This is an optimization exercise on Yosys and OpenROAD, whose aim is small area and a short achievable clock period, not a production implementation. Where RTL was checked, it was by simulation tests only, not by an equivalence proof against the original. No functional check of the RTL was part of runs 4 and 5. Power figures rest on the tool's default switching activity, not on a simulated workload.

$ cat standard.sh
#!/bin/bash
# synth_recipe.tcl (not shown) runs the flow's synth.tcl, then flattens the netlist and writes it again
# the make line also repeats each setting of config.mk as NAME=value (left out here)
make -C /OpenROAD-flow-scripts/flow DESIGN_CONFIG=/design/flow/config.mk WORK_HOME=/design/flow/orfs CLKGATE_MAP_FILE= SYNTH_SCRIPT=/design/flow/synth_recipe.tcl "${@:-finish}"
$ cat design.v
`timescale 1ns / 1ps
module umt_top #(
    parameter MAX_UMTS = 5,
    parameter MAX_LMTS = 5,
    parameter MAX_WIDTH = 64,
    parameter MAX_DEPTH = 512,
    parameter PMT_WIDTH = 32,
    parameter PMT_DEPTH = 32,
    parameter MAX_PMTS_PER_LMT = 8
) (
    input  wire                      clk,
    input  wire                      rst_n,
    input  wire                      umt_cfg_valid,
    input  wire                      umt_cfg_wr_en,
    input  wire [2:0]                umt_cfg_id,
    input  wire [15:0]               umt_cfg_width,
    input  wire [15:0]               umt_cfg_depth,
    input  wire                      umt_cfg_type,
    input  wire                      umt_map_trigger,
    input  wire                      entry_valid,
    input  wire [2:0]                entry_umt_id,
    input  wire [8:0]                entry_addr,
    input  wire [MAX_WIDTH-1:0]      entry_data,
    input  wire [MAX_WIDTH-1:0]      entry_mask,
    output wire                      map_done,
    output wire                      map_error,
    output wire [MAX_LMTS-1:0]       lmt_used,
    output wire [MAX_LMTS*8-1:0]     lmt_uid,
    output wire [MAX_LMTS*8-1:0]     lmt_internal_id,
    output wire [MAX_LMTS*2-1:0]     lmt_status_flag,
    output wire [MAX_LMTS*2-1:0]     lmt_width_gear,
    output wire [MAX_LMTS*3-1:0]     lmt_depth_gear,
    output wire                      lmt_entry_valid,
    output wire [2:0]                lmt_entry_id,
    output wire [8:0]                lmt_entry_addr,
    output wire [MAX_WIDTH-1:0]      lmt_entry_data,
    output wire [MAX_WIDTH-1:0]      lmt_entry_mask,
    output wire [7:0]                total_lmts_used,
    output wire [15:0]               total_pmts_needed
);
    integer n;
    reg  [4:0]  cv;      
    reg  [4:0]  cw;      
    reg  [19:0] cd;      
    wire cfg_ok = umt_cfg_valid & umt_cfg_wr_en & (umt_cfg_id < 3'd5) &
                  (umt_cfg_width != 16'd0) & (umt_cfg_width <= 16'd64) &
                  (umt_cfg_depth != 16'd0) & (umt_cfg_depth <= 16'd512);
    wire [3:0] cfg_dbm1 = umt_cfg_depth[8:5] - {3'd0, ~|umt_cfg_depth[4:0]};
    wire       cfg_wbig = umt_cfg_width[6] | (umt_cfg_width[5] & (|umt_cfg_width[4:0]));
    always @(posedge clk or negedge rst_n) begin
        if (!rst_n)
            cv <= 5'd0;
        else if (cfg_ok)
            cv[umt_cfg_id] <= 1'b1;
    end
    always @(posedge clk) begin
        if (cfg_ok) begin
            cw[umt_cfg_id] <= cfg_wbig;
            cd[umt_cfg_id*4 +: 4] <= cfg_dbm1;
        end
    end
    localparam S_FIN_A = 4'h5;
    localparam S_CHECK = 4'h6;
    localparam S_IDLE  = 4'h7;
    localparam S_FIN_M = 4'hD;
    localparam S_DONE  = 4'hE;
    reg  [3:0] s;
    reg        md;
    reg  [4:0] r;         
    reg  [7:0] p;         
    reg  [4:0] tl;
    reg  [7:0] tp;
    wire [2:0] k  = s[2:0];
    wire       step = (k < 3'd5);
    wire       sv = cv[k];
    wire       sw = cw[k];
    wire [3:0] sd = cd[k*4 +: 4];
    wire [5:0] pmx = sw ? {1'b0, sd, 1'b1} : {2'b0, sd};    
    wire [1:0] nlm1 = sw ? sd[3:2] : {1'b0, sd[3]};          
    wire       multi = (nlm1 != 2'd0);
    wire [1:0] dgs = sd[2] ? 2'd3 : sd[1] ? 2'd2 : {1'b0, sd[0]};
    wire       alloc = s[3] & step & sv;
    always @(posedge clk or negedge rst_n) begin
        if (!rst_n) begin
            s  <= S_IDLE;
            md <= 1'b0;
            tl <= 5'd0;
            tp <= 8'd0;
        end else begin
            case (s)
                S_IDLE: begin
                    md <= 1'b0;
                    if (umt_map_trigger) s <= 4'h0;
                end
                S_FIN_A: begin
                    tl <= r;
                    tp <= p;
                    s  <= S_CHECK;
                end
                S_CHECK: begin
                    if (tl > 5'd5)
                        s <= S_DONE;
                    else
                        s <= 4'h8;
                end
                S_FIN_M: s <= S_DONE;
                S_DONE: begin
                    md <= 1'b1;
                    if (!umt_map_trigger) s <= S_IDLE;
                end
                4'hF: s <= S_IDLE;
                default: s <= s + 4'd1;
            endcase
        end
    end
    always @(posedge clk) begin
        if (s == S_IDLE) begin
            if (umt_map_trigger) begin
                r <= 5'd0;
                p <= 8'd0;
            end
        end else if (s == S_FIN_A) begin
            r <= 5'd0;
        end else if (step && sv) begin
            r <= r + {3'b0, nlm1} + 5'd1;
            if (!s[3]) p <= p + {2'b0, pmx} + 8'd1;
        end
    end
    reg [14:0] lid;       
    reg [4:0]  lw;        
    reg [4:0]  lm;        
    reg [14:0] lf;        
    reg [4:0]  rh;
    reg [1:0]  j [0:4];
    reg [4:0]  we;
    reg [4:0]  last;
    integer i;
    always @(*) begin
        for (i = 0; i < 5; i = i + 1)
            rh[i] = (r[3:0] == i);
        for (n = 0; n < 5; n = n + 1) begin
            we[n] = 1'b0;
            last[n] = 1'b0;
            j[n] = 2'd0;
            for (i = 0; i < 4; i = i + 1) begin
                if (n - i >= 0 && rh[n-i] && nlm1 >= i) begin
                    we[n] = alloc;
                    j[n] = i;
                    last[n] = (nlm1 == i);
                end
            end
        end
    end
    always @(posedge clk or negedge rst_n) begin
        if (!rst_n) begin
            lid <= 15'd0;
            lw  <= 5'd0;
            lm  <= 5'd0;
            lf  <= 15'd0;
        end else begin
            for (n = 0; n < 5; n = n + 1) begin
                if (we[n]) begin
                    lid[n*3 +: 3] <= k;
                    lw[n] <= sw;
                    lm[n] <= multi;
                    lf[n*3 +: 3] <= multi ? {last[n], j[n]} : {1'b1, dgs};
                end
            end
        end
    end
    reg [4:0] lu;         
    reg [1:0] ldg [0:4];
    reg [39:0] o_uid, o_iid;
    reg [9:0]  o_sf, o_wg;
    reg [14:0] o_dg;
    always @(*) begin
        for (n = 0; n < 5; n = n + 1) begin
            lu[n]  = lm[n] | lf[n*3+2];
            ldg[n] = lm[n] ? {1'b1, ~lw[n]} : lf[n*3 +: 2];
            o_uid[n*8 +: 8] = {5'd0, lid[n*3 +: 3]};
            o_iid[n*8 +: 8] = {6'd0, lm[n] ? lf[n*3 +: 2] : 2'd0};
            o_sf[n*2 +: 2]  = lm[n] ? {(|lf[n*3 +: 2]), (~|lf[n*3 +: 2]) ^ lf[n*3+2]} : 2'd0;
            o_wg[n*2 +: 2]  = {1'b0, lw[n]};
            o_dg[n*3 +: 3]  = {1'b0, ldg[n]};
        end
    end
    assign map_done          = md;
    assign map_error         = (tl > 5'd5) & (md | (s == S_DONE));
    assign lmt_used          = lu;
    assign lmt_uid           = o_uid;
    assign lmt_internal_id   = o_iid;
    assign lmt_status_flag   = o_sf;
    assign lmt_width_gear    = o_wg;
    assign lmt_depth_gear    = o_dg;
    assign total_lmts_used   = {3'd0, tl};
    assign total_pmts_needed = {8'd0, tp};
    reg        e_v;
    reg [2:0]  e_id;
    reg [8:0]  e_addr;
    reg [63:0] e_data, e_mask;
    reg [3:0] st [0:4];
    reg [4:0] en [0:4];
    reg [3:0] z;
    reg       c, t;
    integer   b;
    always @(*) begin
        for (n = 0; n < 5; n = n + 1) begin
            st[n] = 4'd0;
            for (i = 0; i < n; i = i + 1)
                if (lu[i] && lid[i*3 +: 3] == lid[n*3 +: 3])
                    st[n] = en[i][3:0];
            z = 4'd1 << ldg[n];
            c = 1'b0;
            for (b = 0; b < 4; b = b + 1) begin
                t = z[b] | c;
                en[n][b] = st[n][b] ^ t;
                c = st[n][b] & t;
            end
            en[n][4] = c;
        end
    end
    reg [4:0] hit;
    reg       lt, eq;
    reg       found;
    reg       taken;
    reg [2:0] t_id;
    reg [3:0] t_st;
    reg [3:0] t_off;
    reg       bw;
    always @(*) begin
        taken = 1'b0;
        t_id = 3'd0;
        t_st = 4'd0;
        for (n = 0; n < 5; n = n + 1) begin
            lt = en[n][4];
            eq = ~en[n][4];
            for (b = 3; b >= 0; b = b - 1) begin
                lt = lt | (eq & ~entry_addr[5+b] & en[n][b]);
                eq = eq & ~(entry_addr[5+b] ^ en[n][b]);
            end
            hit[n] = lu[n] & (lid[n*3 +: 3] == entry_umt_id) & lt;
            if (hit[n] && !taken) begin
                taken = 1'b1;
                t_id = n[2:0];
                t_st = st[n];
            end
        end
        found = |hit;
        bw = 1'b0;
        for (b = 0; b < 4; b = b + 1) begin
            t_off[b] = entry_addr[5+b] ^ t_st[b] ^ bw;
            bw = (~entry_addr[5+b] & (t_st[b] | bw)) | (t_st[b] & bw);
        end
    end
    always @(posedge clk or negedge rst_n) begin
        if (!rst_n) begin
            e_v    <= 1'b0;
            e_id   <= 3'd0;
            e_addr <= 9'd0;
            e_data <= 64'd0;
            e_mask <= 64'd0;
        end else begin
            e_v <= entry_valid & found;
            if (entry_valid & found) begin
                e_id   <= t_id;
                e_addr <= {t_off, entry_addr[4:0]};
                e_data <= entry_data;
                e_mask <= entry_mask;
            end
        end
    end
    assign lmt_entry_valid = e_v;
    assign lmt_entry_id    = e_id;
    assign lmt_entry_addr  = e_addr;
    assign lmt_entry_data  = e_data;
    assign lmt_entry_mask  = e_mask;
endmodule
$ cat config.mk
export PLATFORM = sky130hd
export DESIGN_NAME = umt_top
export DESIGN_NICKNAME = umt_top
export VERILOG_FILES = /design/flow/design.v
export SDC_FILE = /design/flow/constraint.sdc
export NUM_CORES = 4
export LEC_CHECK = 0
export CAP_MARGIN = 20
export CORE_MARGIN = 2
export CORE_UTILIZATION = 60
export SLEW_MARGIN = 20
$ cat constraint.sdc
create_clock -name core_clock -period 120.0 [get_ports {clk}]
set_input_delay 24.0000 -clock core_clock [delete_from_list [all_inputs] [get_ports {clk}]]
set_output_delay 24.0000 -clock core_clock [all_outputs]
set_load 0.01 [all_outputs]
$ cat flow/run.sh
#!/bin/bash
# Standard ORFS layout with: the port buffers made of the smallest buffer
# cell, and a clock tree of larger sink clusters without dummy loads.
set -euo pipefail
export BUFFER_PORTS_ARGS="-buffer_cell sky130_fd_sc_hd__buf_1"
export CTS_ARGS="-sink_clustering_enable -repair_clock_nets -dont_use_dummy_load -buf_list sky130_fd_sc_hd__clkbuf_8 -sink_clustering_size 16 -sink_clustering_max_diameter 60"
bash standard.sh > standard.log 2>&1
==> summary.md, run 1 <==
| Metric | Value |
|---|---|
| Outcome | finished clean |
| Unrepaired setup endpoints after global routing | false |
| Die height | 152 um |
| Slew Limit Fails | 0 |
| First-pass DRT Iterations | 5 |
| Final min period | 27.48 ns |
| Synth Area in Compound Gates | 10.3% |
| Clock H-tree levels | 1 |
| WS Path Type | in2reg |
| Final setup viols | 0 |
| Core area | 0.0217 mm2 |
| Internal | 221 uW |
| Worst IR Drop VDD | 0.0000181 V |
| Fin cells | 1797 |
| Post-CTS Setup Inserts | 0 |
| Initial antenna violation count | 0 |
| Placed cell count | 1777 |
| Yosys reg bits | 242 |
| Final nets | 1745 |
| Post-synth EDFFs | 38 |
| Post-synthesis adder-cell area fraction | 4.72% |
| Filler cells | 1760 |
| Final hold viol count | 0 |
| Hpwl dp | 25.5 mm |
| Synth Area in Simple Gates | 10.2% |
| Post-synthesis mux area share | 15.3% |
| Clock Power Share | 10.3% |
| Reg2reg setup slack | 112.47 ns |
| Required @ worst endpoint | 120.36 ns |
| Grt ovf | 0 |
| Reg clk slew, reported paths | 0.10 ns |
| Leakage | 0.00667 uW |
| Num CTS Buffers | 20 |
| # port buffers | 391 |
| Mean post-synth cell area | 11.4 um2 |
| Gp weighted congestion | 0.900 |
| Seq/Total Area, Yosys | 47.5% |
| Synth cell count leaders | dfrtp_1 (201), mux2_2 (106), buf_4 (82) |
| Critical Path Source Type | primary input |
| Net switching power figure | 170 uW |
| Largest net degree at the start of global routing | 96 |
| Routed vias | 9735 |
| WL/cell | 18.2 um |
| Largest cells by area after synthesis | dfrtp_1 (38%), mux2_2 (9.1%), edfxtp_1 (8.7%) |
| Share of cells above drive strength 1 | 11.6% |
| Die width | 152 um |
| Clk_skew | 0.0305 ns |
| Remaining DRCs | 0 |
| Post-Synth XOR/XNOR Area | 3.99% |
| Syn Inst Count | 1158 |
| Initial Utilization | 60.7% |
| Vias/cell | 5.42 |
| Gate power share | 51.1% |
| Global Route Usage Sum | 27.3% |
| Area Overhead vs Synth | 12.0% |
| Worst R2R Path Depth | 33 |
| Setup crit end kind | register |
| Most common cell in the netlist | dfrtp_1 |
| Rows | 54 |
| ANT nets after route | 0 |
| Mapped cell area | 0.0132 mm2 |
| Ys flop type | dfrtp_1 |
| Final WL | 32.7 mm |
| Max-Slew Margin vs Limit | 29.1% |
| First-pass GRT wire length | 51.4 mm |
| Total negative slack | 0 ns |
| Hold Path Depth | 2 |
| Fmax achieved | 36.4 MHz |
| Type of the tightest min-delay check | reg2reg |
| Synth Warn # | 11 |
| Sw Share | 43.5% |
| Pwr per Cell Area | 26.5 mW/mm2 |
| Vias in the first global route | 9361 |
| Worst EP arrival | 27.83 ns |
| Root Buffer | clkbuf_8 |
| Io pins | 469 |
| Clock Latency Late Sink | 0.53 ns |
| Sequential share of power | 38.7% |
| CP max FO | 6 |
| Combinational family with the most area after synthesis | multiplexers |
| Die area | 0.0231 mm2 |
| Cts repair resizes | 0 |
| Synth top area share | 38.2% |
| Final Cycle Share | 22.9% |
| CTS tree | done |
| Post-synth ARST share | 84.3% |
| Sink Count | 242 |
| Max-cap violations | 0 |
| Top cell type by total area after synthesis | dfrtp_1 |
| Synth cell types | 74 |
| CTS max path bufs | 3 |
| Antenna diode count | 0 |
| Hold-fix buffers, CTS | 0 |
| Drt first-iter violations | 655 |
| Worst-Margin Slew | 1.06 ns |
metal layers:
| layer | share of wire, % | vias up | track usage, % |
|---|---|---|---|
| met3 | 5.6 | 52 | 4.16 |
| met5 | 0 | - | 0 |
| li1 | - | 4627 | - |
| met1 | 42 | 4715 | 36.8 |
| met2 | 50 | 341 | 47.3 |
| met4 | 2.1 | 0 | 6.05 |
final timing paths:
check,start,endpoint
max reg2reg,lm[0],e_addr[8]
max in group asynchronous,rst_n,lid[12]
min in group asynchronous,rst_n,tp[5]
min,cv[2],cv[2]
min reg2reg,cv[2],cv[2]
max,entry_addr[8],e_addr[8]
kinds of logic after synthesis:
logic type	after synthesis
other cells	1
fa+ha+maj	45
mux	174
simple gates	260
compound gates	196
xor+xnor	60
flops	242
buf+inv	180
flip-flops by register name (all words and copies together) (netlist names), 8 cells and up:
register,cells
lid,15
cd,20
p,8
lf,15
e_mask,64
e_addr,9
tp,8
e_data,64
final cells by class:
type	count	area [um2]	share of cell area, %
multi-input cells	811	6160	41.8
flip-flops and latches	242	6250	42.4
inverters	46	173	1.17
clock buffers	20	275	1.87
repair buffers	398	1530	10.4
well taps	280	350	2.38
stage by stage:
step	util (%)	worst slack (ns)	power, uW	hold slack [ns]	cell area (um2)
after floorplan	-	92.88	289	0.414	13400
after global placement	66.7	92.04	346	0.432	14500
after detailed placement	66.7	91.95	352	0.429	14500
after CTS	67.9	92.49	392	0.452	14700
after global routing	68.0	92.19	420	0.469	14700
final	68.0	92.52	391	0.448	14700
worst max-delay path: stages:
cell	delay (ns)
buf_1	0.42
fa_1	0.50
nor2_1	0.16
o2111ai_1	0.13
a31o_2	0.28
a2111oi_2	0.69
a221o_1	0.28
ha_1	0.14
inv_1	0.05
fa_1	0.40
fa_1	0.40
xnor2_1	0.15
xnor2_1	0.18
o21ai_1	0.07
power by group through the flow:
stage          Sequential (uW)  Clock (uW)  Combinational, uW
2_1_floorplan              152           0                137
3_3_place_gp               150           0                196
3_5_place_dp               153           0                199
4_1_cts                    151        41.4                200
5_1_grt                    157        43.8                220
6_report                   151        40.2                200
cell usage in the layout (no fill, tap or decap), drive strengths merged, types with 5 or more instances in the layout:
master,netlist,final
conb,1,76
inv,46,46
o21ai,53,53
a22o,24,24
ha,36,36
nor3,21,21
nand4,6,6
nor2,67,67
a22oi,9,9
a21o,20,20
a31oi,7,7
nand2b,10,10
a21oi,34,34
a221oi,7,7
o21bai,6,6
edfxtp,38,38
nor4,11,11
mux2,166,166
mux4,5,5
nand3b,7,7
o31ai,7,7
buf,111,397
nor2b,22,22
or2,8,8
xnor2,29,29
or3,7,7
a21boi,5,5
nand2,66,66
fa,8,8
nand3,8,8
and2,16,16
dfrtp,201,201
clkbuf,23,21
xor2,31,31
==> run 2: changes to the inputs <==
--- a/config.mk
+++ b/config.mk
@@ -5,6 +5,7 @@
 export SDC_FILE = /design/flow/constraint.sdc
 export NUM_CORES = 4
 export LEC_CHECK = 0
+export ABC_AREA = 1
 export CAP_MARGIN = 20
 export CORE_MARGIN = 2
 export CORE_UTILIZATION = 60
==> summary.md, run 2 <==
| Metric | Value |
|---|---|
| Cts repair resizes | 0 (unchanged) |
| Post-Synth XOR/XNOR Area | 0.710% (-3.3 points) |
| Leakage | 0.00768 uW (+15%) |
| Drt first-iter violations | 983 (+50%) |
| CTS tree | done |
| Biggest registers after layout | e_data (64), e_mask (64), cd (20) |
| Filler cells | 2037 (+16%) |
| Leading cell type in the layout, fill and taps excluded | nand2_1 |
| Critical Path Source Type | primary input |
| Outcome | finished clean |
| Synth cell count leaders | nand2_1 (700), dfrtp_1 (201), inv_1 (146) |
| Setup crit end kind | register |
| Max-cap violations | 0 (unchanged) |
| Area Overhead vs Synth | 11.1% |
| Final min period | 27.58 ns (+0.100 ns) |
| Hpwl dp | 30.0 mm (+18%) |
| Synth Area in Simple Gates | 27.6% (+17 points) |
| Final WL | 39.3 mm (+20%) |
| Sink Count | 242 (unchanged) |
| Worst R2R Path Depth | 31 (-6.1%) |
| Syn Inst Count | 1757 (+52%) |
| Post-synth EDFFs | 38 (unchanged) |
| Slowest CP cell | buf_4 |
| Fmax achieved | 36.3 MHz (-0.36%) |
| Mapped cell area | 0.0136 mm2 (+3.2%) |
| Synth top area share | 37.0% (-1.2 points) |
| ANT nets after route | 0 (unchanged) |
| Initial antenna violation count | 1 (+1) |
| Type of the tightest min-delay check | reg2reg |
| Final Cell Area | 0.0151 mm2 (+2.4%) |
| Worst-Margin Slew | 0.977 ns (-0.0855 ns) |
| Final setup viols | 0 (unchanged) |
| Largest net degree at the start of global routing | 91 (-5.2%) |
| Hold-fix buffers, CTS | 0 (unchanged) |
| Io pins | 469 (unchanged) |
| Clock H-tree levels | 1 (unchanged) |
| Remaining DRCs | 0 (unchanged) |
| CP top delay family | buffers and inverters |
| Stages on the worst setup path | 13 (-1) |
| Worst hold start | e_mask[60] |
| Buf+Inv Stages, Crit Path | 3 (+1) |
| WL/cell | 16.3 um (-10%) |
| Cell breakdown of the critical path | buf_1 -> fa_1 -> nor3_1 -> nand2_1 -> a21oi_1 -> or2_1 -> nor2_2 -> nand2b_2 -> nand2_4 -> inv_4 -> buf_4 -> nand2_1 -> nand2_1 |
| Yosys reg bits | 242 (unchanged) |
| Hold Path Depth | 2 (unchanged) |
| Pwr per Cell Area | 25.0 mW/mm2 (-5.6%) |
| Combinational family with the most area after synthesis | simple AND/OR/NAND/NOR gates |
| Global Route Usage Sum | 31.8% (+4.5 points) |
| Critical Path Source | entry_addr[8] |
| Ys flop type | dfrtp_1 |
| Post-DP Area | 0.0148 mm2 (+2.3%) |
| Most common cell in the netlist | nand2_1 |
| First-pass DRT Iterations | 5 (unchanged) |
| Final Cycle Share | 23.0% (+0.084 points) |
| First-pass GRT wire length | 60.5 mm (+18%) |
| Die width | 154 um (+1.5%) |
| Placed cell count | 2382 (+34%) |
| Max-Slew Margin vs Limit | 34.9% (+5.8 points) |
| Synth Area in Compound Gates | 9.62% (-0.67 points) |
| Post-CTS Setup Inserts | 0 (unchanged) |
| Unrepaired setup endpoints after global routing | false |
| Gp weighted congestion | 0.948 (+5.4%) |
| Worst EP arrival | 28.04 ns (+0.21 ns) |
| Critical Path Max Stage Delay | 0.81 ns (+0.12 ns) |
| CP max FO | 90 (+84) |
| Synth cell types | 54 (-27%) |
| Largest cells by area after synthesis | dfrtp_1 (37%), nand2_1 (19%), edfxtp_1 (8.4%) |
| Share of cells above drive strength 1 | 3.87% (-7.7 points) |
| Clk_skew | 0.0461 ns (+0.0156 ns) |
| Most used cell, CP | nand2_1 |
| Final Power | 378 uW (-3.4%) |
| Reg clk slew, reported paths | 0.08 ns (-0.02 ns) |
| Rows | 55 (+1.9%) |
| Die height | 154 um (+1.5%) |
| Required @ worst endpoint | 120.47 ns (+0.11 ns) |
| Seq/Total Area, Yosys | 46.0% (-1.5 points) |
| Num CTS Buffers | 21 (+5.0%) |
| Most frequent cells in the layout | nand2_1 (700), buf_1 (390), dfrtp_1 (201), inv_1 (146), o21ai_0 (109) |
| Core area | 0.0224 mm2 (+3.4%) |
| Final nets | 2346 (+34%) |
| CTS max path bufs | 3 (unchanged) |
| WS Path Type | in2reg |
| Mean post-synth cell area | 7.73 um2 (-32%) |
| Post-synth ARST share | 84.3% (unchanged) |
| Worst r2r src | lid[3] |
| Root Buffer | clkbuf_8 |
| Synth Warn # | 11 (unchanged) |
| Post-synthesis adder-cell area fraction | 4.50% (-0.22 points) |
| Die area | 0.0238 mm2 (+3.1%) |
| Final hold viol count | 0 (unchanged) |
| Total negative slack | 0 ns (unchanged) |
| Post-synthesis mux area share | 0% (-15 points) |
| Grt ovf | 0 (unchanged) |
| Slew Limit Fails | 0 (unchanged) |
| Vias in the first global route | 11500 (+23%) |
| Fin cells | 2404 (+34%) |
| Vias/cell | 5.16 (-4.7%) |
| Top cell type by total area after synthesis | dfrtp_1 |
| Initial Utilization | 60.5% (-0.14 points) |
| # port buffers | 391 (unchanged) |
| Clock Latency Late Sink | 0.54 ns (about the same) |
| Routed vias | 12400 (+27%) |
| Worst IR Drop VDD | 0.0000184 V (+1.8%) |
[run 2: per-layer routing]
| layer | wire length [um] | GRT usage, % | vias up | part of all wire (%) |
|---|---|---|---|---|
| met5 | 0 | 0 | - | 0 |
| met4 | 1420 | 11.3 | 0 | 3.6 |
| met3 | 2670 | 5.41 | 85 | 6.8 |
| met2 | 18900 | 54.5 | 507 | 48 |
| met1 | 16300 | 40.9 | 5678 | 41 |
| li1 | - | - | 6136 | - |
[run 2: worst paths after layout]
path,slack (ns),endpoint
worst max-delay path,92.42,e_mask[57]
worst min-delay path,0.48,e_mask[60]
worst max register to register,112.00,e_mask[57]
worst min register to register,0.48,e_mask[60]
max in group asynchronous,94.91,e_id[0]
min in group asynchronous,23.56,tp[6]
[run 2: through the flow]
| stage | utilization, % | hold slack (ns) | setup slack (ns) |
|---|---|---|---|
| floorplan | - | 0.427 | 92.84 |
| global placement | 65.9 | 0.439 | 91.97 |
| detailed placement | 65.9 | 0.461 | 91.95 |
| CTS | 67.2 | 0.482 | 92.51 |
| global route | 67.3 | 0.499 | 92.15 |
| finish | 67.3 | 0.479 | 92.42 |
[run 2: layout make-up]
cell class	count	area, um2	area share (%)
sequential	242	6250	41.4
multi-input combinational	1292	6050	40.1
timing repair buffer	396	1510	10.0
inverter	167	629	4.17
tap	285	357	2.36
clock buffer	21	289	1.92
antenna	1	2.50	0.0166
[run 2: kinds of logic (layout without fill, tap and decap cells)]
| group | count (synthesis) | after routing |
|---|---|---|
| AO/OA/AOI/OAI | 231 | 231 |
| AND/OR/NAND/NOR | 930 | 930 |
| flip-flops | 242 | 242 |
| adder cells (fa/ha/maj) | 44 | 44 |
| buffers and inverters | 298 | 584 |
| XOR/XNOR | 11 | 11 |
| other | 1 | 77 |
[run 2: power breakdown]
| group | internal (uW) | switching (uW) | total [uW] |
|---|---|---|---|
| sequential | 113 | 23.5 | 137 |
| combinational | 64.1 | 135 | 199 |
| clock | 15.7 | 25.8 | 41.5 |
[run 2: worst reg2reg max path: cells and delay by family, from the launching register on]
family / cells / cell delay [ns]
compound gates: 6 / 1.08
xor+xnor: 1 / 0.17
fa+ha+maj: 7 / 1.88
buf+inv: 6 / 1.87
flops: 1 / 0.62
simple gates: 11 / 2.31
==> run 3: changes to the inputs <==
--- a/flow/run.sh
+++ b/flow/run.sh
@@ -4,4 +4,5 @@
 set -euo pipefail
 export BUFFER_PORTS_ARGS="-buffer_cell sky130_fd_sc_hd__buf_1"
 export CTS_ARGS="-sink_clustering_enable -repair_clock_nets -dont_use_dummy_load -buf_list sky130_fd_sc_hd__clkbuf_8 -sink_clustering_size 16 -sink_clustering_max_diameter 60"
+export SETUP_SLACK_MARGIN=93
 bash standard.sh > standard.log 2>&1
--- a/config.mk
+++ b/config.mk
@@ -5,7 +5,6 @@
 export SDC_FILE = /design/flow/constraint.sdc
 export NUM_CORES = 4
 export LEC_CHECK = 0
-export ABC_AREA = 1
 export CAP_MARGIN = 20
 export CORE_MARGIN = 2
 export CORE_UTILIZATION = 60
==> summary.md, run 3 <==
| Metric | Value |
|---|---|
| Largest cells by area after synthesis | dfrtp_1 (38%), mux2_2 (9.1%), edfxtp_1 (8.7%) |
| First-pass DRT Iterations | 5 (unchanged) |
| CP max FO | 6 (-93%) |
| Pwr per Cell Area | 26.5 mW/mm2 (+5.9%) |
| Clk_skew | 0.0517 ns (+0.00565 ns) |
| Biggest registers after layout | e_data (64), e_mask (64), cd (20) |
| Seq/Total Area, Yosys | 47.5% (+1.5 points) |
| Reg2reg setup slack | 112.61 ns (+0.61 ns) |
| Hold-fix buffers, CTS | 0 (unchanged) |
| Slew Limit Fails | 0 (unchanged) |
| First-pass GRT wire length | 51.9 mm (-14%) |
| Post-Synth XOR/XNOR Area | 3.99% (+3.3 points) |
| Vias in the first global route | 9434 (-18%) |
| ANT nets after route | 0 (unchanged) |
| Io pins | 469 (unchanged) |
| # port buffers | 391 (unchanged) |
| Die area | 0.0231 mm2 (-3.0%) |
| Final setup viols | 0 (unchanged) |
| Setup crit end kind | register |
| Num CTS Buffers | 22 (+4.8%) |
| Worst IR Drop VDD | 0.0000198 V (+7.7%) |
| Required @ worst endpoint | 120.36 ns (-0.11 ns) |
| Filler cells | 1809 (-11%) |
| Synth top area share | 38.2% (+1.2 points) |
| Core area | 0.0217 mm2 (-3.3%) |
| Fin util | 68.6% (+1.4 points) |
| Largest net degree at the start of global routing | 80 (-12%) |
| Post-synthesis mux area share | 15.3% (+15 points) |
| Initial Utilization | 60.7% (+0.14 points) |
| Worst EP arrival | 27.19 ns (-0.85 ns) |
| Final Cycle Share | 22.4% (-0.62 points) |
| WS Path Type | in2reg |
| Gp weighted congestion | 0.893 (-5.8%) |
| Synth Area in Simple Gates | 10.2% (-17 points) |
| Clock H-tree levels | 1 (unchanged) |
| Post-synth EDFFs | 38 (unchanged) |
| Area Overhead vs Synth | 13.1% |
| Global Route Usage Sum | 27.7% (-4.1 points) |
| DR top layer | met4 |
| Remaining DRCs | 0 (unchanged) |
| Final hold viol count | 0 (unchanged) |
| Top cell type by total area after synthesis | dfrtp_1 |
| Met2 routed WL | 16.2 mm (-14%) |
| CTS max path bufs | 3 (unchanged) |
| Die width | 152 um (-1.5%) |
| Reg clk slew, reported paths | 0.10 ns (+0.02 ns) |
| WL/cell | 18.2 um (+11%) |
| DRT met1 WL | 13.9 mm (-14%) |
| Final nets | 1754 (-25%) |
| Final WL | 32.8 mm (-16%) |
| Combinational family with the most area after synthesis | multiplexers |
| Rows | 54 (-1.8%) |
| Max-cap violations | 0 (unchanged) |
| CTS tree | done |
| Max-Slew Margin vs Limit | 30.9% (-4.0 points) |
| Outcome | finished clean |
| Final min period | 26.83 ns (-0.745 ns) |
| Synth Area in Compound Gates | 10.3% (+0.67 points) |
| Total negative slack | 0 ns (unchanged) |
| Sink Count | 242 (unchanged) |
| Antenna diode count | 0 (-1) |
| Clock Latency Late Sink | 0.55 ns (about the same) |
| Synth cell types | 74 (+37%) |
| Worst hold start | cv[4] |
| Vias/cell | 5.42 (+5.0%) |
| Mapped cell area | 0.0132 mm2 (-3.1%) |
| Leakage | 0.00673 uW (-12%) |
| Share of cells above drive strength 1 | 12.8% (+8.9 points) |
| Mean post-synth cell area | 11.4 um2 (+47%) |
| Most common cell in the netlist | dfrtp_1 |
| Fmax achieved | 37.3 MHz (+2.8%) |
| Critical Path Source | entry_addr[8] |
| Synth Warn # | 11 (unchanged) |
| Post-synthesis adder-cell area fraction | 4.72% (+0.22 points) |
| Type of the tightest min-delay check | reg2reg |
| Leading cell type in the layout, fill and taps excluded | buf_1 |
| Die height | 152 um (-1.5%) |
| Root Buffer | clkbuf_8 |
| Yosys reg bits | 242 (unchanged) |
| Unrepaired setup endpoints after global routing | false |
| Met3 WL post-DR | 1.78 mm (-33%) |
| Drt first-iter violations | 614 (-38%) |
| Syn Inst Count | 1158 (-34%) |
| Grt ovf | 0 (unchanged) |
| Critical Path Source Type | primary input |
| Synth cell count leaders | dfrtp_1 (201), mux2_2 (106), buf_4 (82) |
| Routed vias | 9782 (-21%) |
| Initial antenna violation count | 0 (-1) |
| Worst r2r src | lm[0] |
| Worst-Margin Slew | 1.04 ns (+0.0589 ns) |
| Hpwl dp | 25.2 mm (-16%) |
| Most frequent cells in the layout | buf_1 (389), dfrtp_1 (201), mux2_2 (106), conb_1 (76), nand2_1 (64) |
| Post-synth ARST share | 84.3% (unchanged) |
| Ys flop type | dfrtp_1 |
run 3: logic make-up (layout without fill, tap and decap cells):
family,count (synthesis),in the layout
other cells,1,76
simple gates,260,260
buf+inv,180,473
mux,174,174
compound gates,196,196
flops,242,242
xor+xnor,60,60
fa+ha+maj,45,45
run 3: what timing repair did:
action                                  CTS  global route
buffers inserted                          0             6
endpoints found under the hold margin     0             0
gates cloned                              0             0
pin swaps                                 0             5
endpoints found under the setup margin    2             2
gates resized for setup                   2            10
run 3: critical path, cell delays in order:
cell and delay [ns]:
buf_2 0.18, fa_1 0.50, nor2_2 0.14, nand3b_1 0.16, a31o_2 0.32, a21oi_4 0.14
nand2b_1 0.11, o2bb2ai_1 0.15, a221o_1 0.14, ha_1 0.14, inv_1 0.05, fa_1 0.40
fa_1 0.39, xnor2_1 0.17, xnor2_1 0.14, o21ai_1 0.07
run 3: metrics by stage:
stage / area [um2] / worst slack, ns / hold slack, ns / total power, uW / cells
floorplan: 13500 / 93.00 / 0.414 / 289 / 1233
global placement: 14500 / 92.24 / 0.427 / 346 / 1778
detailed placement: 14500 / 92.17 / 0.446 / 352 / 1778
CTS: 14800 / 93.01 / 0.467 / 395 / 1800
global route: 14900 / 93.00 / 0.490 / 426 / 1806
finish: 14900 / 93.17 / 0.463 / 394 / 1806
run 3: worst paths after layout:
check | end | cells after the start
worst min register to register | cv[4] | 1
worst max register to register | e_addr[8] | 32
worst min-delay path | cv[4] | 1
max in group asynchronous | e_id[1] | 2
min in group asynchronous | tp[4] | 1
worst max-delay path | e_addr[8] | 16
run 3: where the power goes:
part / switching, uW / leakage (uW) / internal (uW)
combinational: 115 / 0.00360 / 86.2
sequential: 30.2 / 0.00297 / 120
clock: 25.8 / 0.000158 / 16.4
run 3: cell type report:
type / instances / area (um2) / area share (%)
multi-input cells: 811 / 6230 / 41.8
inverters: 46 / 173 / 1.16
clock buffers: 22 / 303 / 2.03
repair buffers: 405 / 1580 / 10.6
well taps: 280 / 350 / 2.35
flip-flops and latches: 242 / 6250 / 42.0
run 3: per-layer routing:
metal,up-vias,track usage (%)
li1,4646,-
met1,4737,37.8
met2,333,46.6
met3,66,4.36
met4,0,7.48
met5,-,0
==> run 4: changes to the inputs <==
--- a/design.v
+++ b/design.v
@@ -199,6 +199,7 @@
     reg [8:0]  e_addr;
     reg [63:0] e_data, e_mask;
     reg [3:0] st [0:4];
+    reg [4:0] sat;
     reg [4:0] en [0:4];
     reg [3:0] z;
     reg       c, t;
@@ -206,9 +207,12 @@
     always @(*) begin
         for (n = 0; n < 5; n = n + 1) begin
             st[n] = 4'd0;
+            sat[n] = 1'b0;
             for (i = 0; i < n; i = i + 1)
-                if (lu[i] && lid[i*3 +: 3] == lid[n*3 +: 3])
+                if (lu[i] && lid[i*3 +: 3] == lid[n*3 +: 3]) begin
                     st[n] = en[i][3:0];
+                    sat[n] = sat[i] | en[i][4];
+                end
             z = 4'd1 << ldg[n];
             c = 1'b0;
             for (b = 0; b < 4; b = b + 1) begin
@@ -220,37 +224,29 @@
         end
     end
     reg [4:0] hit;
-    reg       lt, eq;
+    reg [4:0] o;
+    reg       fit;
     reg       found;
-    reg       taken;
     reg [2:0] t_id;
-    reg [3:0] t_st;
     reg [3:0] t_off;
-    reg       bw;
-    always @(*) begin
-        taken = 1'b0;
+    always @(*) begin
         t_id = 3'd0;
-        t_st = 4'd0;
-        for (n = 0; n < 5; n = n + 1) begin
-            lt = en[n][4];
-            eq = ~en[n][4];
-            for (b = 3; b >= 0; b = b - 1) begin
-                lt = lt | (eq & ~entry_addr[5+b] & en[n][b]);
-                eq = eq & ~(entry_addr[5+b] ^ en[n][b]);
-            end
-            hit[n] = lu[n] & (lid[n*3 +: 3] == entry_umt_id) & lt;
-            if (hit[n] && !taken) begin
-                taken = 1'b1;
-                t_id = n[2:0];
-                t_st = st[n];
+        t_off = 4'd0;
+        for (n = 0; n < 5; n = n + 1) begin
+            o = {1'b0, entry_addr[8:5]} - {1'b0, st[n]};
+            case (ldg[n])
+                2'd0: fit = (o[3:0] == 4'd0);
+                2'd1: fit = (o[3:1] == 3'd0);
+                2'd2: fit = (o[3:2] == 2'd0);
+                default: fit = ~o[3];
+            endcase
+            hit[n] = lu[n] & (lid[n*3 +: 3] == entry_umt_id) & ~sat[n] & ~o[4] & fit;
+            if (hit[n]) begin
+                t_id = t_id | n[2:0];
+                t_off = t_off | o[3:0];
             end
         end
         found = |hit;
-        bw = 1'b0;
-        for (b = 0; b < 4; b = b + 1) begin
-            t_off[b] = entry_addr[5+b] ^ t_st[b] ^ bw;
-            bw = (~entry_addr[5+b] & (t_st[b] | bw)) | (t_st[b] & bw);
-        end
     end
     always @(posedge clk or negedge rst_n) begin
         if (!rst_n) begin
--- a/flow/run.sh
+++ b/flow/run.sh
@@ -4,5 +4,4 @@
 set -euo pipefail
 export BUFFER_PORTS_ARGS="-buffer_cell sky130_fd_sc_hd__buf_1"
 export CTS_ARGS="-sink_clustering_enable -repair_clock_nets -dont_use_dummy_load -buf_list sky130_fd_sc_hd__clkbuf_8 -sink_clustering_size 16 -sink_clustering_max_diameter 60"
-export SETUP_SLACK_MARGIN=93
 bash standard.sh > standard.log 2>&1
==> summary.md, run 4 <==
| Metric | Value |
|---|---|
| Final hold viol count | 0 (unchanged) |
| Rows | 55 (+1.9%) |
| Reg clk slew, reported paths | 0.07 ns (-0.03 ns) |
| First-pass DRT Iterations | 5 (unchanged) |
| Yosys reg bits | 242 (unchanged) |
| Placed cell count | 1834 (+3.1%) |
| Clk_skew | 0.0865 ns (+0.0347 ns) |
| Mean post-synth cell area | 11.3 um2 (-0.16%) |
| Initial antenna violation count | 0 (unchanged) |
| Combinational family with the most area after synthesis | multiplexers |
| WS Path Type | in2reg |
| Reg2reg setup slack | 111.55 ns (-1.06 ns) |
| Slew Limit Fails | 0 (unchanged) |
| ANT nets after route | 0 (unchanged) |
| Vias in the first global route | 9860 (+4.5%) |
| Post-synthesis adder-cell area fraction | 4.65% (-0.069 points) |
| Outcome | finished clean |
| Max-Slew Margin vs Limit | 29.0% (-1.9 points) |
| First-pass GRT wire length | 55.6 mm (+7.2%) |
| Setup crit end kind | register |
| Root Buffer | clkbuf_8 |
| Largest cells by area after synthesis | dfrtp_1 (37%), mux2_4 (9.1%), edfxtp_1 (8.3%) |
| Clock Latency Late Sink | 0.57 ns (+0.02 ns) |
| Share of cells above drive strength 1 | 14.1% (+1.3 points) |
| Synth top area share | 36.7% (-1.5 points) |
| Final setup viols | 0 (unchanged) |
| Leakage | 0.00740 uW (+10%) |
| Hold Path Depth | 1 (unchanged) |
| Clock H-tree levels | 1 (unchanged) |
| Drt first-iter violations | 593 (-3.4%) |
| Die area | 0.0241 mm2 (+4.0%) |
| # port buffers | 391 (unchanged) |
| Post-DP Area | 0.0150 mm2 (+3.3%) |
| Synth Warn # | 11 (unchanged) |
| Most common cell in the netlist | dfrtp_1 |
| Largest net degree at the start of global routing | 73 (-8.8%) |
| Final min period | 28.10 ns (+1.27 ns) |
| Io pins | 469 (unchanged) |
| Worst IR Drop VDD | 0.0000165 V (-17%) |
| Global Route Usage Sum | 29.7% (+2.0 points) |
| Post-synth ARST share | 84.3% (unchanged) |
| Total negative slack | 0 ns (unchanged) |
| Synth cell types | 78 (+5.4%) |
| Mapped cell area | 0.0137 mm2 (+4.1%) |
| Final Cell Area | 0.0153 mm2 (+2.7%) |
| Hpwl dp | 28.8 mm (+14%) |
| Die width | 155 um (+2.0%) |
| Worst R2R Path Depth | 28 (-13%) |
| Worst-Margin Slew | 1.06 ns (+0.0281 ns) |
| Die height | 155 um (+2.0%) |
| Final nets | 1803 (+2.8%) |
| Leading cell type in the layout, fill and taps excluded | buf_1 |
| Final Cycle Share | 23.4% (+1.1 points) |
| Grt ovf | 0 (unchanged) |
| Num CTS Buffers | 23 (+4.5%) |
| Most frequent cells in the layout | buf_1 (390), dfrtp_1 (201), mux2_4 (83), mux2_2 (77), conb_1 (76) |
| Routed vias | 10400 (+6.7%) |
| Biggest registers after layout | e_data (64), e_mask (64), cd (20) |
| Remaining DRCs | 0 (unchanged) |
| Gp weighted congestion | 0.921 (+3.1%) |
| Post-synthesis mux area share | 16.7% (+1.3 points) |
| Synth cell count leaders | dfrtp_1 (201), mux2_4 (83), buf_4 (82) |
| Type of the tightest min-delay check | reg2reg |
| Top cell type by total area after synthesis | dfrtp_1 |
| Pwr per Cell Area | 22.7 mW/mm2 (-14%) |
| Pre-CTS setup slack | 91.20 ns (-0.976 ns) |
| Sink Count | 242 (unchanged) |
| Post-Synth XOR/XNOR Area | 4.45% (+0.45 points) |
| Unrepaired setup endpoints after global routing | false |
| WL/cell | 20.0 um (+10%) |
| Synth Area in Compound Gates | 10.7% (+0.38 points) |
| Syn Inst Count | 1208 (+4.3%) |
| Post-CTS Setup Inserts | 0 (unchanged) |
| Max-cap violations | 0 (unchanged) |
| Critical Path Source Type | primary input |
| Cts repair resizes | 0 (-2) |
| Fin cells | 1859 (+2.9%) |
| Synth Area in Simple Gates | 9.76% (-0.46 points) |
| Fmax achieved | 35.6 MHz (-4.5%) |
| Area Overhead vs Synth | 11.6% |
| Vias/cell | 5.61 (+3.6%) |
| Worst EP arrival | 28.48 ns (+1.29 ns) |
| CTS tree | done |
| Required @ worst endpoint | 120.38 ns (+0.02 ns) |
| Post-synth EDFFs | 38 (unchanged) |
| CP max FO | 72 (+66) |
| Final WL | 37.2 mm (+13%) |
| Core area | 0.0225 mm2 (+3.8%) |
| Final setup margin | 91.90 ns (-1.27 ns) |
| Initial Utilization | 60.9% (+0.23 points) |
| Worst Hold Slack | 0.456 ns (-0.00683 ns) |
| Ys flop type | dfrtp_1 |
| CTS max path bufs | 3 (unchanged) |
| Hold-fix buffers, CTS | 0 (unchanged) |
| Seq/Total Area, Yosys | 45.6% (-1.9 points) |
-- run 4: per-layer routing --
layer	global-route usage (%)	wire (um)	part of all wire, %	vias to the layer above
met3	5.71	2820	7.6	75
met2	50.9	18400	49	462
met1	37.6	14700	40	5069
met4	11.2	1320	3.6	0
li1	-	-	-	4827
met5	0	0	0	-
-- run 4: kinds of logic after synthesis --
kind of cell             Yosys count
multiplexers                     177
XOR/XNOR                          68
AO/OA/AOI/OAI                    219
AND/OR/NAND/NOR                  267
adder cells (fa/ha/maj)           48
buffers and inverters            186
other                              1
flip-flops                       242
-- run 4: final timing paths --
check | startpoint | endpoint
min in group asynchronous | rst_n | tp[5]
worst min-delay path | cv[0] | cv[0]
worst max-delay path | entry_addr[5] | e_data[1]
worst max register to register | lid[5] | e_data[1]
max in group asynchronous | rst_n | e_mask[24]
worst min register to register | cv[0] | cv[0]
-- run 4: stage by stage --
stage | power, uW | utilization [%]
final | 348 | 68.0
after global routing | 373 | 67.9
after CTS | 349 | 67.9
after detailed placement | 304 | 66.5
after global placement | 301 | 66.5
after floorplan | 252 | -
-- run 4: area by class of cell --
type,count,area [um2]
antenna,2,5.00
clock buffer,23,317
fill,1861,7210
inverter,53,199
multi-input combinational,855,6630
sequential,242,6250
tap,285,357
timing repair buffer,399,1540
-- run 4: report_power, final --
| part | switching (uW) | internal, uW | leakage, uW |
|---|---|---|---|
| Sequential | 25.8 | 109 | 0.00309 |
| Clock | 26.4 | 17.1 | 0.000165 |
| Combinational | 95.9 | 73.2 | 0.00415 |
-- run 4: worst max-delay path: stages --
cell and delay, ns:
buf_1 0.18, inv_1 0.22, ha_1 0.19, inv_1 0.06
fa_1 0.41, xor2_1 0.34, nor2_1 0.10, o2111ai_1 0.21
a2111o_1 0.22, and3_1 0.23, a41o_4 0.22, buf_6 0.63
buf_4 0.91, mux2_2 0.42
==> run 5: changes to the inputs <==
--- a/design.v
+++ b/design.v
@@ -42,22 +42,40 @@
     reg  [4:0]  cv;      
     reg  [4:0]  cw;      
     reg  [19:0] cd;      
-    wire cfg_ok = umt_cfg_valid & umt_cfg_wr_en & (umt_cfg_id < 3'd5) &
-                  (umt_cfg_width != 16'd0) & (umt_cfg_width <= 16'd64) &
-                  (umt_cfg_depth != 16'd0) & (umt_cfg_depth <= 16'd512);
-    wire [3:0] cfg_dbm1 = umt_cfg_depth[8:5] - {3'd0, ~|umt_cfg_depth[4:0]};
+    wire cfg_w_ok = ~|umt_cfg_width[15:7] &
+                    (umt_cfg_width[6] ? ~|umt_cfg_width[5:0] : |umt_cfg_width[5:0]);
+    wire cfg_d_ok = ~|umt_cfg_depth[15:10] &
+                    (umt_cfg_depth[9] ? ~|umt_cfg_depth[8:0] : |umt_cfg_depth[8:0]);
+    wire cfg_ok = umt_cfg_valid & umt_cfg_wr_en &
+                  ~(umt_cfg_id[2] & (umt_cfg_id[1] | umt_cfg_id[0])) & cfg_w_ok & cfg_d_ok;
+    wire [3:0] cfg_bw;
+    wire [3:0] cfg_dbm1;
+    assign cfg_bw[0] = ~|umt_cfg_depth[4:0];
+    genvar gb;
+    generate
+        for (gb = 0; gb < 4; gb = gb + 1) begin : g_dec
+            assign cfg_dbm1[gb] = umt_cfg_depth[5+gb] ^ cfg_bw[gb];
+            if (gb < 3) begin : g_b
+                assign cfg_bw[gb+1] = cfg_bw[gb] & ~umt_cfg_depth[5+gb];
+            end
+        end
+    endgenerate
     wire       cfg_wbig = umt_cfg_width[6] | (umt_cfg_width[5] & (|umt_cfg_width[4:0]));
+    integer u;
     always @(posedge clk or negedge rst_n) begin
         if (!rst_n)
             cv <= 5'd0;
-        else if (cfg_ok)
-            cv[umt_cfg_id] <= 1'b1;
+        else
+            for (u = 0; u < 5; u = u + 1)
+                if (cfg_ok && umt_cfg_id == u)
+                    cv[u] <= 1'b1;
     end
     always @(posedge clk) begin
-        if (cfg_ok) begin
-            cw[umt_cfg_id] <= cfg_wbig;
-            cd[umt_cfg_id*4 +: 4] <= cfg_dbm1;
-        end
+        for (u = 0; u < 5; u = u + 1)
+            if (cfg_ok && umt_cfg_id == u) begin
+                cw[u] <= cfg_wbig;
+                cd[u*4 +: 4] <= cfg_dbm1;
+            end
     end
     localparam S_FIN_A = 4'h5;
     localparam S_CHECK = 4'h6;
@@ -71,10 +89,21 @@
     reg  [4:0] tl;
     reg  [7:0] tp;
     wire [2:0] k  = s[2:0];
-    wire       step = (k < 3'd5);
-    wire       sv = cv[k];
-    wire       sw = cw[k];
-    wire [3:0] sd = cd[k*4 +: 4];
+    wire       tl_err = tl[4] | tl[3] | (tl[2] & tl[1]);    
+    wire       step = ~(k[2] & (k[1] | k[0]));
+    reg        sv, sw;
+    reg  [3:0] sd;
+    always @(*) begin
+        sv = 1'b0;
+        sw = 1'b0;
+        sd = 4'd0;
+        for (u = 0; u < 5; u = u + 1)
+            if (k == u) begin
+                sv = cv[u];
+                sw = cw[u];
+                sd = cd[u*4 +: 4];
+            end
+    end
     wire [5:0] pmx = sw ? {1'b0, sd, 1'b1} : {2'b0, sd};    
     wire [1:0] nlm1 = sw ? sd[3:2] : {1'b0, sd[3]};          
     wire       multi = (nlm1 != 2'd0);
@@ -98,7 +127,7 @@
                     s  <= S_CHECK;
                 end
                 S_CHECK: begin
-                    if (tl > 5'd5)
+                    if (tl_err)
                         s <= S_DONE;
                     else
                         s <= 4'h8;
@@ -113,6 +142,30 @@
             endcase
         end
     end
+    reg [4:0] r_inc;
+    reg [7:0] p_inc;
+    reg       cy;
+    integer   q;
+    always @(*) begin
+        r_inc[0] = ~(r[0] ^ nlm1[0]);
+        cy = r[0] | nlm1[0];
+        r_inc[1] = r[1] ^ nlm1[1] ^ cy;
+        cy = (r[1] & nlm1[1]) | (cy & (r[1] | nlm1[1]));
+        for (q = 2; q < 5; q = q + 1) begin
+            r_inc[q] = r[q] ^ cy;
+            cy = r[q] & cy;
+        end
+        p_inc[0] = ~(p[0] ^ pmx[0]);
+        cy = p[0] | pmx[0];
+        for (q = 1; q < 5; q = q + 1) begin
+            p_inc[q] = p[q] ^ pmx[q] ^ cy;
+            cy = (p[q] & pmx[q]) | (cy & (p[q] | pmx[q]));
+        end
+        for (q = 5; q < 8; q = q + 1) begin
+            p_inc[q] = p[q] ^ cy;
+            cy = p[q] & cy;
+        end
+    end
     always @(posedge clk) begin
         if (s == S_IDLE) begin
             if (umt_map_trigger) begin
@@ -122,8 +175,8 @@
         end else if (s == S_FIN_A) begin
             r <= 5'd0;
         end else if (step && sv) begin
-            r <= r + {3'b0, nlm1} + 5'd1;
-            if (!s[3]) p <= p + {2'b0, pmx} + 8'd1;
+            r <= r_inc;
+            if (!s[3]) p <= p_inc;
         end
     end
     reg [14:0] lid;       
@@ -143,7 +196,7 @@
             last[n] = 1'b0;
             j[n] = 2'd0;
             for (i = 0; i < 4; i = i + 1) begin
-                if (n - i >= 0 && rh[n-i] && nlm1 >= i) begin
+                if (n - i >= 0 && rh[n-i] && (i == 0 || i == 1 && (|nlm1) || i == 2 && nlm1[1] || i == 3 && (&nlm1))) begin
                     we[n] = alloc;
                     j[n] = i;
                     last[n] = (nlm1 == i);
@@ -185,7 +238,7 @@
         end
     end
     assign map_done          = md;
-    assign map_error         = (tl > 5'd5) & (md | (s == S_DONE));
+    assign map_error         = tl_err & (md | (s == S_DONE));
     assign lmt_used          = lu;
     assign lmt_uid           = o_uid;
     assign lmt_internal_id   = o_iid;
@@ -199,7 +252,6 @@
     reg [8:0]  e_addr;
     reg [63:0] e_data, e_mask;
     reg [3:0] st [0:4];
-    reg [4:0] sat;
     reg [4:0] en [0:4];
     reg [3:0] z;
     reg       c, t;
@@ -207,12 +259,9 @@
     always @(*) begin
         for (n = 0; n < 5; n = n + 1) begin
             st[n] = 4'd0;
-            sat[n] = 1'b0;
             for (i = 0; i < n; i = i + 1)
-                if (lu[i] && lid[i*3 +: 3] == lid[n*3 +: 3]) begin
+                if (lu[i] && lid[i*3 +: 3] == lid[n*3 +: 3])
                     st[n] = en[i][3:0];
-                    sat[n] = sat[i] | en[i][4];
-                end
             z = 4'd1 << ldg[n];
             c = 1'b0;
             for (b = 0; b < 4; b = b + 1) begin
@@ -224,29 +273,37 @@
         end
     end
     reg [4:0] hit;
-    reg [4:0] o;
-    reg       fit;
+    reg       lt, eq;
     reg       found;
+    reg       taken;
     reg [2:0] t_id;
+    reg [3:0] t_st;
     reg [3:0] t_off;
+    reg       bw;
     always @(*) begin
+        taken = 1'b0;
         t_id = 3'd0;
-        t_off = 4'd0;
+        t_st = 4'd0;
         for (n = 0; n < 5; n = n + 1) begin
-            o = {1'b0, entry_addr[8:5]} - {1'b0, st[n]};
-            case (ldg[n])
-                2'd0: fit = (o[3:0] == 4'd0);
-                2'd1: fit = (o[3:1] == 3'd0);
-                2'd2: fit = (o[3:2] == 2'd0);
-                default: fit = ~o[3];
-            endcase
-            hit[n] = lu[n] & (lid[n*3 +: 3] == entry_umt_id) & ~sat[n] & ~o[4] & fit;
-            if (hit[n]) begin
-                t_id = t_id | n[2:0];
-                t_off = t_off | o[3:0];
+            lt = en[n][4];
+            eq = ~en[n][4];
+            for (b = 3; b >= 0; b = b - 1) begin
+                lt = lt | (eq & ~entry_addr[5+b] & en[n][b]);
+                eq = eq & ~(entry_addr[5+b] ^ en[n][b]);
+            end
+            hit[n] = lu[n] & (lid[n*3 +: 3] == entry_umt_id) & lt;
+            if (hit[n] && !taken) begin
+                taken = 1'b1;
+                t_id = n[2:0];
+                t_st = st[n];
             end
         end
         found = |hit;
+        bw = 1'b0;
+        for (b = 0; b < 4; b = b + 1) begin
+            t_off[b] = entry_addr[5+b] ^ t_st[b] ^ bw;
+            bw = (~entry_addr[5+b] & (t_st[b] | bw)) | (t_st[b] & bw);
+        end
     end
     always @(posedge clk or negedge rst_n) begin
         if (!rst_n) begin
==> flow/run.sh (replaced) <==
#!/bin/bash
# Standard ORFS layout (the standard.sh) with these changes:
#  - port buffers are the smallest buffer cell (buf_1);
#  - clock tree: larger sink clusters of clkbuf_8, no dummy loads;
#  - repair aims at a setup slack of 93 ns (the I/O paths set the period);
#  - tie cells each drive up to 8 constant outputs instead of one each.
set -euo pipefail
here="$(cd "$(dirname "$0")" && pwd)"
export BUFFER_PORTS_ARGS="-buffer_cell sky130_fd_sc_hd__buf_1"
export CTS_ARGS="-sink_clustering_enable -repair_clock_nets -dont_use_dummy_load -buf_list sky130_fd_sc_hd__clkbuf_8 -sink_clustering_size 16 -sink_clustering_max_diameter 60"
export SETUP_SLACK_MARGIN=93
export SKIP_REPAIR_TIE_FANOUT=1
export POST_FLOORPLAN_TCL="$here/tie.tcl"
bash standard.sh > standard.log 2>&1
==> flow/tie.tcl (new file) <==
# Split each tie cell's net so that one tie cell drives at most TIE_GROUP loads
# (the standard flow gives every load a tie cell of its own).
set tie_group 8
set block [ord::get_db_block]
set master [[ord::get_db] findMaster sky130_fd_sc_hd__conb_1]
set ties {}
foreach inst [$block getInsts] {
  if { [[$inst getMaster] getName] == "sky130_fd_sc_hd__conb_1" } { lappend ties $inst }
}
set k 0
foreach inst $ties {
  foreach pin {HI LO} {
    set it [$inst findITerm $pin]
    set net [$it getNet]
    if { $net == "NULL" } { continue }
    set loads {}
    foreach bt [$net getBTerms] { lappend loads [list b $bt] }
    foreach ld [$net getITerms] {
      if { [$ld getInst] != $inst } { lappend loads [list i $ld] }
    }
    set n [llength $loads]
    puts "tie [$inst getName]/$pin drives $n loads"
    for { set s $tie_group } { $s < $n } { incr s $tie_group } {
      incr k
      set ni [odb::dbInst_create $block $master "tie_split_$k"]
      set nn [odb::dbNet_create $block "tie_split_net_$k"]
      [$ni findITerm $pin] connect $nn
      foreach ld [lrange $loads $s [expr {$s + $tie_group - 1}]] {
        lassign $ld kind obj
        if { $kind == "b" } { $obj connect $nn } else { $obj disconnect; $obj connect $nn }
      }
    }
  }
}
puts "tie cells added: $k"
==> summary.md, run 5 <==
| Metric | Value |
|---|---|
| Post-synth ARST share | 84.3% (unchanged) |
| Final min period | 27.17 ns (-0.928 ns) |
| Final Cell Area | 0.0142 mm2 (-7.3%) |
| Initial antenna violation count | 0 (unchanged) |
| Slew Limit Fails | 0 (unchanged) |
| Mean post-synth cell area | 11.5 um2 (+1.5%) |
| Num CTS Buffers | 20 (-13%) |
| Root Buffer | clkbuf_8 |
| Clock H-tree levels | 1 (unchanged) |
| Leading cell type in the layout, fill and taps excluded | buf_1 |
| Worst-Margin Slew | 0.980 ns (-0.0838 ns) |
| Share of cells above drive strength 1 | 12.1% (-2.0 points) |
| Die height | 150 um (-3.4%) |
| Pwr per Cell Area | 25.0 mW/mm2 (+9.9%) |
| Final Cycle Share | 22.6% (-0.77 points) |
| Leakage | 0.00653 uW (-12%) |
| Top cell type by total area after synthesis | dfrtp_1 |
| Antenna diode count | 0 (-2) |
| Global Route Usage Sum | 26.0% (-3.7 points) |
| Filler cells | 1718 (-7.7%) |
| Critical Path Source Type | primary input |
| Hold-fix buffers, CTS | 0 (unchanged) |
| Core area | 0.0210 mm2 (-6.9%) |
| Final setup margin | 92.83 ns (+0.928 ns) |
| First-pass DRT Iterations | 5 (unchanged) |
| Type of the tightest min-delay check | reg2reg |
| WL/cell | 17.9 um (-11%) |
| Vias/cell | 5.41 (-3.5%) |
| Seq/Total Area, Yosys | 49.0% (+3.4 points) |
| Io pins | 469 (unchanged) |
| First-pass GRT wire length | 45.9 mm (-17%) |
| Most frequent cells in the layout | buf_1 (389), dfrtp_1 (201), mux2_2 (91), nor2_1 (71), mux2_1 (71) |
| Cell breakdown of the critical path | buf_6 -> fa_1 -> nor2_2 -> o21ai_1 -> o311a_1 -> or2_4 -> or3_4 -> buf_4 -> o2bb2ai_1 -> a221oi_1 -> fa_2 -> fa_2 -> xor2_2 -> nand2_1 -> nor2_1 -> a32oi_1 -> nand2_1 |
| Synth top area share | 39.4% (+2.7 points) |
| Final WL | 30.0 mm (-19%) |
| Largest net degree at the start of global routing | 77 (+5.5%) |
| CTS tree | done |
| Rows | 53 (-3.6%) |
| Vias in the first global route | 8565 (-13%) |
| Buf+Inv Stages, Crit Path | 2 (-3) |
| Remaining DRCs | 0 (unchanged) |
| Initial Utilization | 60.9% (about the same) |
| Worst IR Drop VDD | 0.0000134 V (-19%) |
| Hpwl dp | 23.3 mm (-19%) |
| Slowest CP cell | fa_1 |
| Reg clk slew, reported paths | 0.09 ns (+0.02 ns) |
| Setup crit end kind | register |
| # port buffers | 391 (unchanged) |
| CP max FO | 6 (-92%) |
| Syn Inst Count | 1108 (-8.3%) |
| Routed vias | 9100 (-13%) |
| Required @ worst endpoint | 120.42 ns (+0.04 ns) |
| Ys flop type | dfrtp_1 |
| Most common cell in the netlist | dfrtp_1 |
| Pre-CTS setup slack | 91.79 ns (+0.595 ns) |
| Post-synth EDFFs | 38 (unchanged) |
| CP top delay family | adder cells |
| Clock Latency Late Sink | 0.53 ns (-0.04 ns) |
| Area Overhead vs Synth | 11.2% |
| Grt ovf | 0 (unchanged) |
| Biggest registers after layout | e_data (64), e_mask (64), cd (20) |
| Clk_skew | 0.0589 ns (-0.0276 ns) |
| Yosys reg bits | 242 (unchanged) |
| Drt first-iter violations | 416 (-30%) |
| Largest cells by area after synthesis | dfrtp_1 (39%), edfxtp_1 (8.9%), mux2_2 (8.0%) |
| Synth cell count leaders | dfrtp_1 (201), mux2_2 (91), buf_4 (79) |
| Mapped cell area | 0.0128 mm2 (-6.9%) |
| Outcome | finished clean |
| Total negative slack | 0 ns (unchanged) |
| Fmax achieved | 36.8 MHz (+3.4%) |
| Final nets | 1633 (-9.4%) |
| Sink Count | 242 (unchanged) |
| WS Path Type | in2reg |
| Max-cap violations | 0 (unchanged) |
| Unrepaired setup endpoints after global routing | true |
| Synth cell types | 76 (-2.6%) |
| Critical Path Max Stage Delay | 0.44 ns (-0.47 ns) |
| CTS max path bufs | 3 (unchanged) |
| Max-Slew Margin vs Limit | 34.1% (+5.1 points) |
| Die width | 150 um (-3.4%) |
| Final setup viols | 0 (unchanged) |
| Die area | 0.0224 mm2 (-6.8%) |
| Synth Warn # | 11 (unchanged) |
| ANT nets after route | 0 (unchanged) |
| Final hold viol count | 0 (unchanged) |
| Worst EP arrival | 27.59 ns (-0.89 ns) |
| Gp weighted congestion | 0.964 (+4.6%) |
| Post-DP Area | 0.0138 mm2 (-7.6%) |
[run 5: cell types whose count changed in the layout (fill, tap and decap cells not counted), sizes merged, moves of 6 or more]
cell / change
fa: +6
a31oi: +6
nor3: -11
conb: -66
o22ai: -10
nand2: -14
mux2i: -12
a21oi: -16
o21ai: -10
xor2: -20
a22o: -19
nor2: +8
ha: -10
[run 5: worst paths after layout]
path	startpoint	slack (ns)	cells past startpoint	endpoint
worst max register to register	lid[3]	112.15	33	e_addr[8]
worst min register to register	cv[3]	0.48	1	cv[3]
min in group asynchronous	rst_n	23.63	1	tp[3]
worst min-delay path	cv[3]	0.48	1	cv[3]
worst max-delay path	entry_addr[8]	92.83	17	e_addr[8]
max in group asynchronous	rst_n	94.84	2	e_mask[1]
[run 5: kinds of logic after synthesis]
family / after synthesis / synth area share (%)
adder cells (fa/ha/maj): 45 / 5.02
buffers and inverters: 179 / 8.22
AND/OR/NAND/NOR: 260 / 10.4
multiplexers: 166 / 14.6
other: 1 / 0.0294
XOR/XNOR: 52 / 3.57
AO/OA/AOI/OAI: 163 / 9.10
flip-flops: 242 / 49.0
[run 5: per-stage QoR]
stage | power [uW] | util (%) | hold slack [ns] | std cells
floorplan | 259 | - | 0.440 | 1108
global placement | 312 | 65.9 | 0.454 | 1660
detailed placement | 317 | 66.0 | 0.455 | 1660
CTS | 358 | 67.5 | 0.479 | 1680
global route | 385 | 67.7 | 0.497 | 1681
finish | 355 | 67.7 | 0.477 | 1681
[run 5: power by group]
part / leakage, uW / internal (uW) / switching, uW
registers: 0.00312 / 117 / 24.0
logic: 0.00326 / 71.6 / 103
clock network: 0.000144 / 15.0 / 24.4
[run 5: per-layer routing]
layer,track usage [%],routed length (um)
met1,33.3,12000
met2,46.5,15500
met3,3.75,1740
met4,6.89,805
met5,0,0
[run 5: area by class of cell]
cell class | instances | area, um2 | share of cell area [%]
Sequential cell | 242 | 6250 | 44.1
Multi-Input combinational cell | 696 | 5580 | 39.3
Timing Repair Buffer | 399 | 1560 | 11.0
Tap cell | 275 | 344 | 2.43
Clock buffer | 20 | 275 | 1.94
Inverter | 49 | 184 | 1.30
[run 5: repair_timing]
item,CTS,global route
pin swaps,0,8
endpoints found under the setup margin,77,77
setup buffers,0,1
resized for setup,11,5

-- afterwards: timing with drivers on the ports --
No port has a modelled driver above. Below, the same layouts with a new extraction and two added sets of constraints.
Step 1 sets driving cells, clkbuf_16 on the clock port and buf_2 on the other inputs (assumed; they add their load-dependent delay and slew).
Step 2 also shifts input and output timing later by t, the mid clock arrival at the registers, as if the neighbouring blocks saw the same clock.
Slacks: ideal / step 1 / step 2; pairs: ideal / step 1.
run | t (ns) | setup slack, ns | worst hold slack (ns) | latest minus earliest clock arrival (ns)
run 1 | 0.548 | 92.524 / 92.513 / 91.964 | 0.448 / 0.448 / 0.448 | 0.031 / 0.031
run 2 | 0.565 | 92.424 / 92.417 / 91.853 | 0.479 / 0.479 / 0.479 | 0.054 / 0.055
run 3 | 0.557 | 93.168 / 93.174 / 92.617 | 0.463 / 0.463 / 0.463 | 0.052 / 0.053
run 4 | 0.574 | 91.902 / 91.921 / 91.348 | 0.456 / 0.456 / 0.456 | 0.087 / 0.087
run 5 | 0.540 | 92.830 / 92.824 / 92.284 | 0.477 / 0.477 / 0.477 | 0.060 / 0.060
After both steps every run listed still meets setup and hold. For run 2, which loses most, drivers alone change the setup slack by -0.007 ns; drivers and shift together by -0.571 ns.
